Background: an optimization exercise with open tools, aiming at small area. Do not read the settings as production practice.
Only simulation tests tie the RTL to the original design; equivalence was not proved.
Power and IR drop assume default switching activity.

## flow/config.mk

```make
export PLATFORM = sky130hd
export DESIGN_NAME = top_level
export DESIGN_NICKNAME = top_level
export VERILOG_FILES = /design/flow/design.v
export SDC_FILE = /design/flow/constraint.sdc
export NUM_CORES = 4
export LEC_CHECK = 0
export CAP_MARGIN = 20
export CORE_MARGIN = 2
export CORE_UTILIZATION = 40
export CTS_BUF_LIST = sky130_fd_sc_hd__clkbuf_8
export SLEW_MARGIN = 20
```

## flow/constraint.sdc

```tcl
create_clock -name core_clock -period 10.0 [get_ports {clk}]
set_input_delay 2.0000 -clock core_clock [delete_from_list [all_inputs] [get_ports {clk}]]
set_output_delay 2.0000 -clock core_clock [all_outputs]
set_load 0.01 [all_outputs]
```

## flow/design.v

```verilog
module top_level(input wire clk, input wire rst, input wire[7:0] data, input wire[3:0] address, input wire wr, output wire[3:0] ch0_audio, ch1_audio, ch2_audio);
reg[7:0] ch0_freq;
reg[7:0] ch0_p_vol;
reg[7:0] ch0_duty;
reg[5:0] ch0_ctrl;
reg[7:0] ch1_freq;
reg[7:0] ch1_p_vol;
reg[7:0] ch1_duty;
reg[4:0] ch1_ctrl;
reg[7:0] ch2_freq;
reg[7:0] ch2_sample;
reg[4:0] ch2_ctrl;
wire[7:0] wdata = rst ? 8'h00 : data;
wire wsel = wr | rst;
wire lo = ~address[3] | rst;
wire hi = address[3] | rst;
always @(posedge clk)
begin
	if(wsel & lo & ((address[2:0] == 3'd0) | rst)) ch0_freq <= wdata;
	if(wsel & lo & ((address[2:0] == 3'd1) | rst)) ch0_p_vol <= wdata;
	if(wsel & lo & ((address[2:0] == 3'd2) | rst)) ch0_duty <= wdata;
	if(wsel & lo & ((address[2:0] == 3'd3) | rst)) ch0_ctrl <= wdata[5:0];
	if(wsel & lo & ((address[2:0] == 3'd4) | rst)) ch1_freq <= wdata;
	if(wsel & lo & ((address[2:0] == 3'd5) | rst)) ch1_p_vol <= wdata;
	if(wsel & lo & ((address[2:0] == 3'd6) | rst)) ch1_duty <= wdata;
	if(wsel & lo & ((address[2:0] == 3'd7) | rst)) ch1_ctrl <= wdata[4:0];
	if(wsel & hi & ((address[1:0] == 2'd0) | rst)) ch2_freq <= wdata;
	if(wsel & hi & ((address[1:0] == 2'd1) | rst)) ch2_sample <= wdata;
	if(wsel & hi & (address[1] | rst)) ch2_ctrl <= wdata[4:0];
end
reg[9:0] dac_count;
always @(posedge clk)
	if(rst) dac_count <= 10'd0;
	else dac_count <= dac_count + 10'd1;
reg[7:0] div0;
reg tick0;
always @(posedge clk)
	if(rst) begin div0 <= 8'd0; tick0 <= 1'b0; end
	else if(div0 == ch0_freq) begin div0 <= 8'd0; tick0 <= 1'b1; end
	else begin div0 <= div0 + 8'd1; tick0 <= 1'b0; end
reg[7:0] div1;
reg tick1;
always @(posedge clk)
	if(rst) begin div1 <= 8'd0; tick1 <= 1'b0; end
	else if(div1 == ch1_freq) begin div1 <= 8'd0; tick1 <= 1'b1; end
	else begin div1 <= div1 + 8'd1; tick1 <= 1'b0; end
reg[9:0] div2;
reg tick2;
always @(posedge clk)
	if(rst) begin div2 <= 10'd0; tick2 <= 1'b0; end
	else if(div2[9:2] == ch2_freq) begin div2 <= 10'd0; tick2 <= 1'b1; end
	else begin div2 <= div2 + 10'd1; tick2 <= 1'b0; end
reg[9:0] ch0_tri;
reg ch0_dir;
always @(posedge clk)
	if(rst) begin ch0_tri <= 10'd0; ch0_dir <= 1'b0; end
	else begin
		if(tick0) ch0_tri <= ch0_tri + {{9{ch0_dir}}, 1'b1};
		if(ch0_tri == 10'd1023) ch0_dir <= 1'b1;
		if(ch0_tri == 10'd1) ch0_dir <= 1'b0;
	end
reg[9:0] noise;
reg[3:0] noise_cnt;
wire noise_zero = (noise == 10'd0);
wire[9:0] noise_next = {noise[9] ^ noise[2] ^ noise[5],
                        noise[8] ^ noise[1] ^ noise[4],
                        noise[7] ^ noise[0] ^ noise[3],
                        noise[6:0] ^ noise[9:3]} | {1'b0, noise_zero, 6'd0, noise_zero, 1'b0};
always @(posedge clk)
	if(rst) begin noise <= 10'd0; noise_cnt <= 4'd0; end
	else if(tick0) begin
		if(noise_cnt == 4'd9) begin noise_cnt <= 4'd0; noise <= noise_next; end
		else noise_cnt <= noise_cnt + 4'd1;
	end
reg[10:0] saw1;
always @(posedge clk)
	if(rst) saw1 <= 11'd0;
	else if(tick1) saw1 <= saw1 + 11'd1;
reg[7:0] sin_tri;
reg sin_dir;
reg[13:0] sin_acc;
always @(posedge clk)
	if(rst) begin sin_tri <= 8'd0; sin_dir <= 1'b0; sin_acc <= 14'd0; end
	else if(tick2) begin
		sin_tri <= sin_tri + {{7{sin_dir}}, 1'b1};
		if(sin_tri == 8'd126) sin_dir <= 1'b1;
		if(sin_tri == 8'h82) sin_dir <= 1'b0;
		sin_acc <= sin_acc + {{6{sin_tri[7]}}, sin_tri};
	end
reg[9:0] s0;
always @(*)
	case(ch0_ctrl[5:4])
	2'b01: s0 = ch0_tri;
	2'b11: s0 = (ch0_duty > ch0_tri[9:2]) ? {ch0_p_vol, 2'b00} : 10'd0;
	default: s0 = noise;
	endcase
wire[9:0] s1 = ch1_ctrl[4] ? saw1[10:1] : ((ch1_duty > saw1[10:3]) ? {ch1_p_vol, 2'b00} : 10'd0);
wire[9:0] s2 = ch2_ctrl[4] ? sin_acc[13:4] : {ch2_sample, 2'b00};
assign ch0_audio = ch0_ctrl[3:0] & {4{s0 > dac_count}};
assign ch1_audio = ch1_ctrl[3:0] & {4{s1 > dac_count}};
assign ch2_audio = ch2_ctrl[3:0] & {4{s2 > dac_count}};
endmodule
```

## flow/run.sh

```bash
#!/bin/bash
# synth_recipe.tcl (not shown) runs the flow's synth.tcl, then flattens the netlist and writes it again
# the make line also repeats each setting of config.mk as NAME=value (left out here)
make -C /OpenROAD-flow-scripts/flow DESIGN_CONFIG=/design/flow/config.mk WORK_HOME=/design/flow/orfs CLKGATE_MAP_FILE= SYNTH_SCRIPT=/design/flow/synth_recipe.tcl finish
```

==> impl_results.html, run 1 <==
<table>
<tr><th>Metric</th><th>Value</th></tr>
<tr><th colspan="2">Power</th></tr>
<tr><td>Maximum ir drop on the vdd rail</td><td>87.6 uV</td></tr>
<tr><td>Leakage power</td><td>~0.0039 uW</td></tr>
<tr><td>Power Dens Cells</td><td>141 nW/um^2</td></tr>
<tr><th colspan="2">Floorplan</th></tr>
<tr><td>Cell row count</td><td>56</td></tr>
<tr><td>Horizontal die dimension</td><td>158 um</td></tr>
<tr><td>Starting density of the core</td><td>about two fifths</td></tr>
<tr><td>Die footprint</td><td>around 25000 sq um</td></tr>
<tr><td>Die Height</td><td>about 160 um</td></tr>
<tr><td>Area of the core region</td><td>23400 sq um</td></tr>
<tr><td>I/O pin count</td><td>27</td></tr>
<tr><th colspan="2">Logic synthesis</th></tr>
<tr><td>Count of unique library cells instantiated by Yosys</td><td>61</td></tr>
<tr><td>Average size of a mapped cell</td><td>~10 sq um</td></tr>
<tr><td>Synthesized-area fraction occupied by ao, oa, aoi and oai cells</td><td>between 10% and 20%</td></tr>
<tr><td>Most used flip-flop cell after synthesis</td><td>dfxtp_1</td></tr>
<tr><td>Most used standard cell by instance count after synthesis</td><td>nor2_1</td></tr>
<tr><td>Area share of fa/ha/maj cells after synthesis</td><td>between 10% and 20%</td></tr>
<tr><td>Number of warnings printed during yosys synthesis</td><td>1</td></tr>
<tr><td>Net Count, Synth</td><td>~1.1k</td></tr>
<tr><td>Post-synth EDFFs</td><td>80</td></tr>
<tr><td>Cell types with the highest counts after synthesis</td><td>nor2_1, dfxtp_1, edfxtp_1</td></tr>
<tr><td>Main area contributors after synthesis</td><td>edfxtp_1, dfxtp_1, ha_1, xor2_1, nor2_1</td></tr>
<tr><td>Portion of netlist area occupied by mux cells</td><td>under 10%</td></tr>
<tr><td>Number of flip-flops and latches in the synthesized netlist</td><td>between 150 and 200</td></tr>
<tr><td>Combinational family with the most area after synthesis</td><td>simple AND/OR/NAND/NOR gates</td></tr>
<tr><td>Post-synth top area share</td><td>25.3%</td></tr>
<tr><td>Area share of and/or/nand/nor cells after synthesis</td><td>18.5%</td></tr>
<tr><td>Async set-or-reset flop fraction in the synthesized netlist</td><td>0%</td></tr>
<tr><td>Share of the yosys chip area belonging to registers</td><td>45.9%</td></tr>
<tr><td>Biggest area consumer among synthesized cells</td><td>edfxtp_1</td></tr>
<tr><td>Area of the mapped netlist</td><td>around 9500 sq um</td></tr>
<tr><td>Post-Synth XOR/XNOR Area</td><td>around 8.4%</td></tr>
<tr><td>Cells after Synth</td><td>roughly 960</td></tr>
<tr><th colspan="2">STA</th></tr>
<tr><td>Post-route minimum period</td><td>roughly 6.2 ns</td></tr>
<tr><td>RSZ-0062 raised after global routing</td><td>false</td></tr>
<tr><td>Final Cycle Share</td><td>62.2%</td></tr>
<tr><td>Measured slew at the worst slew-check pin</td><td>~1.1 ns</td></tr>
<tr><td>Clock Skew</td><td>around 0.015 ns</td></tr>
<tr><td>Final Hold Slack</td><td>0.474 ns</td></tr>
<tr><td>Worst slew margin</td><td>a little over a quarter</td></tr>
<tr><td>Final hold viol count</td><td>0</td></tr>
<tr><td>Setup violation total in the final timing report</td><td>0</td></tr>
<tr><td>Aggregate negative setup slack</td><td>0 ns</td></tr>
<tr><td>Achievable clock frequency</td><td>161 MHz</td></tr>
<tr><td>Final Max Tran Viols</td><td>0</td></tr>
<tr><th colspan="2">Layout</th></tr>
<tr><td>Final antenna diode count</td><td>0</td></tr>
<tr><td>Area added between synthesis and finish</td><td>10.3%</td></tr>
<tr><td>Final non-filler cell total</td><td>1308</td></tr>
<tr><td>Share of post-route cells with drive strength above 1</td><td>around 5.5%</td></tr>
<tr><td>Nets@finish</td><td>roughly 1.1k</td></tr>
<tr><th colspan="2">Placement</th></tr>
<tr><td>Placer Congestion</td><td>between 0.8 and 0.9</td></tr>
<tr><td>Buffers added on ports</td><td>26</td></tr>
<tr><td>DP Wirelength</td><td>around 14 mm</td></tr>
<tr><td># placed instances</td><td>about 1.3k</td></tr>
<tr><th colspan="2">GRT</th></tr>
<tr><td>Via count of the first global-routing pass</td><td>between 6k and 7k</td></tr>
<tr><td>GRT Util Overall</td><td>16.4%</td></tr>
<tr><td>Pin count of the biggest net entering global routing</td><td>69</td></tr>
<tr><td>Wire length of the first global-routing pass</td><td>between 30 and 40 mm</td></tr>
<tr><td>Gr ovfl total</td><td>0</td></tr>
<tr><td>Number of antenna violations at the first check in global routing</td><td>0</td></tr>
<tr><th colspan="2">CTS</th></tr>
<tr><td>Count of instances resized after the clock tree is built</td><td>0</td></tr>
<tr><td>Clock net sink count</td><td>between 150 and 200</td></tr>
<tr><td>TritonCTS buffer count</td><td>17</td></tr>
<tr><td>Post-CTS clock slew at the launch and capture registers of the worst setup and hold paths</td><td>0.11 ns</td></tr>
<tr><td>CTS tree</td><td>done</td></tr>
<tr><td>Number of setup buffers added after CTS</td><td>0</td></tr>
<tr><td>H-tree level count</td><td>4</td></tr>
<tr><td>Clock network latency to the later pin of the worst-skew pair</td><td>about 0.47 ns</td></tr>
<tr><td># hold bufs at CTS</td><td>0</td></tr>
<tr><td>Clk buf depth</td><td>2</td></tr>
<tr><td>Root buf cell</td><td>clkbuf_8</td></tr>
<tr><th colspan="2">Drt</th></tr>
<tr><td>Residual DRC</td><td>0</td></tr>
<tr><td>First-pass iteration count of the detailed router</td><td>7</td></tr>
<tr><td>Via count</td><td>between 6k and 7k</td></tr>
<tr><td>Antenna Nets Post-Route</td><td>0</td></tr>
<tr><td>Number of vias per cell</td><td>5.11</td></tr>
<tr><td>Total wirelength of the detailed-routed design</td><td>19.7 mm</td></tr>
<tr><td>Routed wirelength normalized by instance count</td><td>15.0 um</td></tr>
<tr><td>Violation count after the first detailed-routing iteration</td><td>between 300 and 400</td></tr>
<tr><th colspan="2">Run</th></tr>
<tr><td>Maximum capacitance violations</td><td>0</td></tr>
<tr><th colspan="2">Outcome</th></tr>
<tr><td>Run status</td><td>finished clean</td></tr>
<tr><th colspan="2">Setup path</th></tr>
<tr><td>Type of element capturing the critical path</td><td>output pin</td></tr>
<tr><td>Type of origin of the critical path</td><td>flop</td></tr>
<tr><td>Req. time, crit path</td><td>roughly 8.0 ns</td></tr>
<tr><td>Worst Setup Path Type</td><td>reg2out</td></tr>
<tr><td>CP Data Arrival Time</td><td>between 4 and 5 ns</td></tr>
<tr><td>Highest net fanout along the worst path</td><td>8</td></tr>
<tr><th colspan="2">Hold path</th></tr>
<tr><td>Worst hold path class</td><td>reg2reg</td></tr>
</table>
==> sequential cells by signal, indices dropped and copies added, names as in the netlist, 10 cells and up <==
signal     flops
dac_count     10
sin_acc       14
noise         10
saw1          11
div2          10
ch0_tri       10
==> cell usage in the layout, fill, tap and decap left out, types with 17 or more instances in the layout <==
master,n
nor2_1,115
dfxtp_1,98
edfxtp_1,80
ha_1,78
nand2_1,57
xor2_1,56
inv_1,42
a21oi_1,41
o21ai_0,37
xnor2_1,35
nand3_1,32
clkdlybuf4s50_1,25
nor2b_1,23
nor3_1,21
nand2b_1,18
a21o_1,18
clkbuf_8,17
==> power breakdown <==
| part | total (uW) | switching [uW] | leakage, uW | internal, uW |
|---|---|---|---|---|
| clock | 490 | 301 | 0.000200 | 189 |
| combinational | 171 | 91.5 | 0.00215 | 79.3 |
| sequential | 819 | 21.1 | 0.00157 | 798 |
| total | 1480 | 414 | 0.00392 | 1070 |
==> worst paths after layout <==
kind | start | end | slack, ns | depth (start not counted)
max | saw1[4] | ch1_audio[0] | 3.78 | 16
max reg2reg | ch0_dir | ch0_tri[8] | 7.57 | 7
min | div2[0] | div2[0] | 0.47 | 1
min reg2reg | div2[0] | div2[0] | 0.47 | 1
==> logic make-up after synthesis <==
family,count (synthesis)
DFF,178
xor gates and xnor gates,91
AOI/OAI and AO/OA,162
muxes,21
adders and majority gates,81
and+or+nand+nor,350
buffers and inverters,73
==> layer usage <==
layer  share of wire, %  global-route usage (%)  routed length (um)  up-vias
li1                   -                       -                   -     3446
met1                 50                    22.8                9880     3137
met2                 46                    26.5                9020       86
met3                2.8                    2.87                 558       12
met4                1.1                    4.55                 217        0
met5                  0                       0                   0        -
==> worst max-delay path, stage by stage (launching register included) <==
cell	delay (ns)
dfxtp_1	0.39
inv_1	0.09
ha_1	0.29
nor2b_1	0.13
o21a_1	0.12
o21a_1	0.11
o21ai_0	0.09
a221oi_2	0.59
a22o_1	0.26
ha_1	0.25
a21o_1	0.16
a21o_1	0.17
a21oi_1	0.14
nor2_1	0.06
o21a_1	0.24
and2_1	0.21
clkdlybuf4s50_1	0.48
==> stage by stage <==
stage	utilization, %	setup slack [ns]	power [uW]	cell area, sq um
floorplan	-	5.23	939	9500
global route	44.8	3.55	1550	10500
global placement	43.1	4.42	1010	10100
detailed placement	43.1	4.34	1010	10100
finish	44.8	3.78	1480	10500
CTS	44.8	3.79	1500	10500
==> cell type report <==
cell class	count	area, sq um
clock buffers	17	234
clock inverters	15	159
fillers	2277	12900
inverters	43	161
multi-input cells	705	4870
flip-flops and latches	178	4360
well taps	319	399
repair buffers	31	295
==> run 2: changes to the inputs <==
--- a/flow/config.mk
+++ b/flow/config.mk
@@ -9,4 +9,3 @@
 export CORE_MARGIN = 2
 export CORE_UTILIZATION = 40
-export CTS_BUF_LIST = sky130_fd_sc_hd__clkbuf_8
 export SLEW_MARGIN = 20
==> run 2 against run 1 <==
  * Still clean on timing, DRC and antenna
  * Power is 11% higher
  * First-iteration DRC count down 19%
  * Global-route usage increased by 0.14 points
  * Worst setup slack improved by 0.028 ns
  * Cell area up 1.8%
  * Clock skew down 0.0063 ns
  * Count of clock-buffer cells in the layout stayed put
  * Core utilization grew 0.82 points
  * Critical endpoint unchanged
  * Largest cell class unchanged
  * Largest power group unchanged
==> impl_results.html, run 2 <==
<table>
<tr><th>Metric</th><th>Value</th></tr>
<tr><th colspan="2">Outcome</th></tr>
<tr><td>Run status</td><td>finished clean</td></tr>
<tr><th colspan="2">Logic synthesis</th></tr>
<tr><td>Biggest area consumer among synthesized cells</td><td>edfxtp_1</td></tr>
<tr><td>Main area contributors after synthesis</td><td>edfxtp_1, dfxtp_1, ha_1, xor2_1, nor2_1</td></tr>
<tr><td>Average size of a mapped cell</td><td>9.94 sq um (unchanged)</td></tr>
<tr><td>Number of flip-flops and latches in the synthesized netlist</td><td>178 (unchanged)</td></tr>
<tr><td>Count of unique library cells instantiated by Yosys</td><td>61 (unchanged)</td></tr>
<tr><td>Cell types with the highest counts after synthesis</td><td>nor2_1, dfxtp_1, edfxtp_1</td></tr>
<tr><td>Cells after Synth</td><td>956 (unchanged)</td></tr>
<tr><td>Area of the mapped netlist</td><td>9500 sq um (unchanged)</td></tr>
<tr><td>Post-synth top area share</td><td>25.3% (unchanged)</td></tr>
<tr><td>Share of the yosys chip area belonging to registers</td><td>45.9% (unchanged)</td></tr>
<tr><td>Async set-or-reset flop fraction in the synthesized netlist</td><td>0% (unchanged)</td></tr>
<tr><td>Most used flip-flop cell after synthesis</td><td>dfxtp_1</td></tr>
<tr><td>Net Count, Synth</td><td>1052 (unchanged)</td></tr>
<tr><td>Number of warnings printed during yosys synthesis</td><td>1 (unchanged)</td></tr>
<tr><td>Most used standard cell by instance count after synthesis</td><td>nor2_1</td></tr>
<tr><td>Post-synth EDFFs</td><td>80 (unchanged)</td></tr>
<tr><th colspan="2">Floorplan</th></tr>
<tr><td>Die footprint</td><td>25000 sq um (unchanged)</td></tr>
<tr><td>Cell row count</td><td>56 (unchanged)</td></tr>
<tr><td>Die Height</td><td>158 um (unchanged)</td></tr>
<tr><td>Horizontal die dimension</td><td>158 um (unchanged)</td></tr>
<tr><td>Area of the core region</td><td>23400 sq um (unchanged)</td></tr>
<tr><td>Starting density of the core</td><td>40.6% (unchanged)</td></tr>
<tr><td>I/O pin count</td><td>27 (unchanged)</td></tr>
<tr><th colspan="2">GRT</th></tr>
<tr><td>Gr ovfl total</td><td>0 (unchanged)</td></tr>
<tr><td>GRT Util Overall</td><td>16.6% (+0.14 points)</td></tr>
<tr><td>Pin count of the biggest net entering global routing</td><td>69 (unchanged)</td></tr>
<tr><td>Number of antenna violations at the first check in global routing</td><td>0 (unchanged)</td></tr>
<tr><td>Wire length of the first global-routing pass</td><td>32.1 mm (+0.59%)</td></tr>
<tr><td>Via count of the first global-routing pass</td><td>6478 (+0.33%)</td></tr>
<tr><th colspan="2">Setup path</th></tr>
<tr><td>Highest net fanout along the worst path</td><td>8 (unchanged)</td></tr>
<tr><td>Type of element capturing the critical path</td><td>output pin</td></tr>
<tr><td>Req. time, crit path</td><td>8.00 ns (about the same)</td></tr>
<tr><td>Family with the most delay on the worst path</td><td>compound AO/OA/AOI/OAI gates</td></tr>
<tr><td>Buffers and inverters on the worst path</td><td>2 (unchanged)</td></tr>
<tr><td>Type of origin of the critical path</td><td>flop</td></tr>
<tr><td>CP Data Arrival Time</td><td>4.19 ns (-0.03 ns)</td></tr>
<tr><td>Worst Setup Path Type</td><td>reg2out</td></tr>
<tr><td>Dominant cell type by count on the critical path</td><td>o21a_1</td></tr>
<tr><td>Cell with the largest stage delay on the worst path</td><td>a221oi_2</td></tr>
<tr><td>List of cells traversed by the critical path</td><td>inv_1 -&gt; ha_1 -&gt; nor2b_1 -&gt; o21a_1 -&gt; o21a_1 -&gt; o21ai_0 -&gt; a221oi_2 -&gt; a22o_1 -&gt; ha_1 -&gt; a21o_1 -&gt; a21o_1 -&gt; a21oi_1 -&gt; nor2_1 -&gt; o21a_1 -&gt; and2_1 -&gt; clkdlybuf4s50_1</td></tr>
<tr><td>Worst path max stage delay</td><td>0.60 ns (about the same)</td></tr>
<tr><th colspan="2">Run</th></tr>
<tr><td>Maximum capacitance violations</td><td>0 (unchanged)</td></tr>
<tr><th colspan="2">CTS</th></tr>
<tr><td>Clk buf depth</td><td>2 (unchanged)</td></tr>
<tr><td>Number of setup buffers added after CTS</td><td>0 (unchanged)</td></tr>
<tr><td>Clock network latency to the later pin of the worst-skew pair</td><td>0.43 ns (-0.04 ns)</td></tr>
<tr><td># hold bufs at CTS</td><td>0 (unchanged)</td></tr>
<tr><td>CTS tree</td><td>done</td></tr>
<tr><td>H-tree level count</td><td>4 (unchanged)</td></tr>
<tr><td>Count of instances resized after the clock tree is built</td><td>0 (unchanged)</td></tr>
<tr><td>Post-CTS clock slew at the launch and capture registers of the worst setup and hold paths</td><td>0.07 ns (-0.04 ns)</td></tr>
<tr><td>Root buf cell</td><td>clkbuf_16</td></tr>
<tr><td>TritonCTS buffer count</td><td>17 (unchanged)</td></tr>
<tr><td>Clock net sink count</td><td>178 (unchanged)</td></tr>
<tr><th colspan="2">STA</th></tr>
<tr><td>Final hold viol count</td><td>0 (unchanged)</td></tr>
<tr><td>Clock Skew</td><td>0.00879 ns (-0.00629 ns)</td></tr>
<tr><td>Worst slew margin</td><td>26.8% (-0.41 points)</td></tr>
<tr><td>Aggregate negative setup slack</td><td>0 ns (unchanged)</td></tr>
<tr><td>Measured slew at the worst slew-check pin</td><td>1.10 ns (+0.00616 ns)</td></tr>
<tr><td>Setup violation total in the final timing report</td><td>0 (unchanged)</td></tr>
<tr><td>Final Cycle Share</td><td>61.9% (-0.28 points)</td></tr>
<tr><td>Final Max Tran Viols</td><td>0 (unchanged)</td></tr>
<tr><td>RSZ-0062 raised after global routing</td><td>false</td></tr>
<tr><td>Post-route minimum period</td><td>6.19 ns (-0.0284 ns)</td></tr>
<tr><td>Achievable clock frequency</td><td>162 MHz (+0.46%)</td></tr>
<tr><th colspan="2">Layout</th></tr>
<tr><td>Area added between synthesis and finish</td><td>12.3%</td></tr>
<tr><td>Nets@finish</td><td>1072 (unchanged)</td></tr>
<tr><td>Commonest cells after routing, fill and taps aside</td><td>nor2_1, dfxtp_1, edfxtp_1, ha_1, nand2_1</td></tr>
<tr><td>Share of post-route cells with drive strength above 1</td><td>5.46% (unchanged)</td></tr>
<tr><td>Largest register by flop count</td><td>sin_acc</td></tr>
<tr><td>Largest registers</td><td>sin_acc x14, saw1 x11</td></tr>
<tr><td>Final antenna diode count</td><td>0 (unchanged)</td></tr>
<tr><td>Commonest non-fill, non-tap cell in the layout</td><td>nor2_1</td></tr>
<tr><td>Max reg flops</td><td>14 (unchanged)</td></tr>
<tr><td>Final non-filler cell total</td><td>1308 (unchanged)</td></tr>
<tr><th colspan="2">Drt</th></tr>
<tr><td>Routed wirelength normalized by instance count</td><td>15.1 um (+0.55%)</td></tr>
<tr><td>Antenna Nets Post-Route</td><td>0 (unchanged)</td></tr>
<tr><td>Via count</td><td>6707 (+0.39%)</td></tr>
<tr><td>Residual DRC</td><td>0 (unchanged)</td></tr>
<tr><td>Total wirelength of the detailed-routed design</td><td>19.8 mm (+0.55%)</td></tr>
<tr><td>Violation count after the first detailed-routing iteration</td><td>268 (-19%)</td></tr>
<tr><td>First-pass iteration count of the detailed router</td><td>5 (-2)</td></tr>
<tr><td>Number of vias per cell</td><td>5.13 (+0.39%)</td></tr>
<tr><th colspan="2">Power</th></tr>
<tr><td>Leakage power</td><td>0.00401 uW (+2.2%)</td></tr>
<tr><td>Power Dens Cells</td><td>154 nW/um^2 (+9.4%)</td></tr>
<tr><td>Maximum ir drop on the vdd rail</td><td>132 uV (+50%)</td></tr>
<tr><td>Design Power</td><td>1650 uW (+11%)</td></tr>
<tr><th colspan="2">Placement</th></tr>
<tr><td>Buffers added on ports</td><td>26 (unchanged)</td></tr>
<tr><td># placed instances</td><td>1276 (unchanged)</td></tr>
<tr><td>DP Wirelength</td><td>13.7 mm (unchanged)</td></tr>
<tr><td>Placer Congestion</td><td>0.854 (unchanged)</td></tr>
<tr><th colspan="2">Hold path</th></tr>
<tr><td>Worst hold path class</td><td>reg2reg</td></tr>
</table>
[run 2: cell counts after synthesis]
No cell type changed its count.
[run 2: worst paths after layout]
check                             start  cells after the start           end  slack [ns]
worst max-delay path            saw1[4]                     16  ch1_audio[0]        3.81
worst min-delay path            div2[0]                      1       div2[0]        0.47
worst max register to register  ch0_dir                      7    ch0_tri[8]        7.60
worst min register to register  div2[0]                      1       div2[0]        0.47
[run 2: where the power goes]
part | internal, uW | switching (uW) | total, uW
clock network | 336 | 322 | 658
registers | 798 | 21.2 | 819
logic | 79.3 | 91.8 | 171
total | 1210 | 435 | 1650
[run 2: area by class of cell]
| type | count | area, sq um |
|---|---|---|
| inverters | 43 | 161 |
| flip-flops and latches | 178 | 4360 |
| well taps | 319 | 399 |
| multi-input cells | 705 | 4870 |
| repair buffers | 31 | 295 |
| fillers | 2251 | 12700 |
| clock buffers | 17 | 425 |
| clock inverters | 15 | 159 |
[run 2: routing by layer]
metal | GRT usage, % | vias to the layer above | wire (um)
met5 | 0 | - | 0
met4 | 5.06 | 0 | 218
met3 | 2.87 | 11 | 583
met2 | 26.7 | 83 | 9090
met1 | 22.8 | 3162 | 9890
li1 | - | 3451 | -
[run 2: cell families (layout without fill, tap and decap cells)]
logic type / Yosys count / in the layout / synth area share [%]
and+or+nand+nor: 350 / 350 / 18.5
xor gates and xnor gates: 91 / 91 / 8.39
buffers and inverters: 73 / 106 / 2.95
adders and majority gates: 81 / 81 / 10.9
muxes: 21 / 21 / 2.32
DFF: 178 / 178 / 45.9
AOI/OAI and AO/OA: 162 / 162 / 11.0
[run 2: through the flow]
stage | setup WS [ns] | hold slack, ns | utilization, % | instance area, sq um
floorplan | 5.23 | 0.426 | - | 9500
global placement | 4.42 | 0.444 | 43.1 | 10100
detailed placement | 4.34 | 0.452 | 43.1 | 10100
CTS | 3.84 | 0.471 | 45.6 | 10700
global route | 3.60 | 0.499 | 45.6 | 10700
finish | 3.81 | 0.467 | 45.6 | 10700

## port drivers added, routing unchanged
In the flow no input, the clock included, has a driving cell. The finished layouts below were timed again as built, in two steps. Step 1 sets driving cells, clkbuf_16 on the clock port and buf_2 on the other inputs (assumed; they add their load-dependent delay and slew). Step 2 times the ports against the registers' clock, not the clock port: input delays grow and output delays shrink by t, the midpoint of the rising clock arrivals with the driver on. Three values: ideal ports, drivers, drivers and shift; two values: the first two.
run | shift t [ns] | slack for setup (ns) | worst setup path after step 2 | clock arrival spread, ns | worst slew at a driven data input, ns
run 1 | 0.505 | 3.784 / 3.737 / 4.242 | register to output | 0.020 / 0.020 | 0.04
run 2 | 0.482 | 3.813 / 3.761 / 4.243 | register to output | 0.012 / 0.012 | 0.04
After both steps every run listed still meets setup and hold.
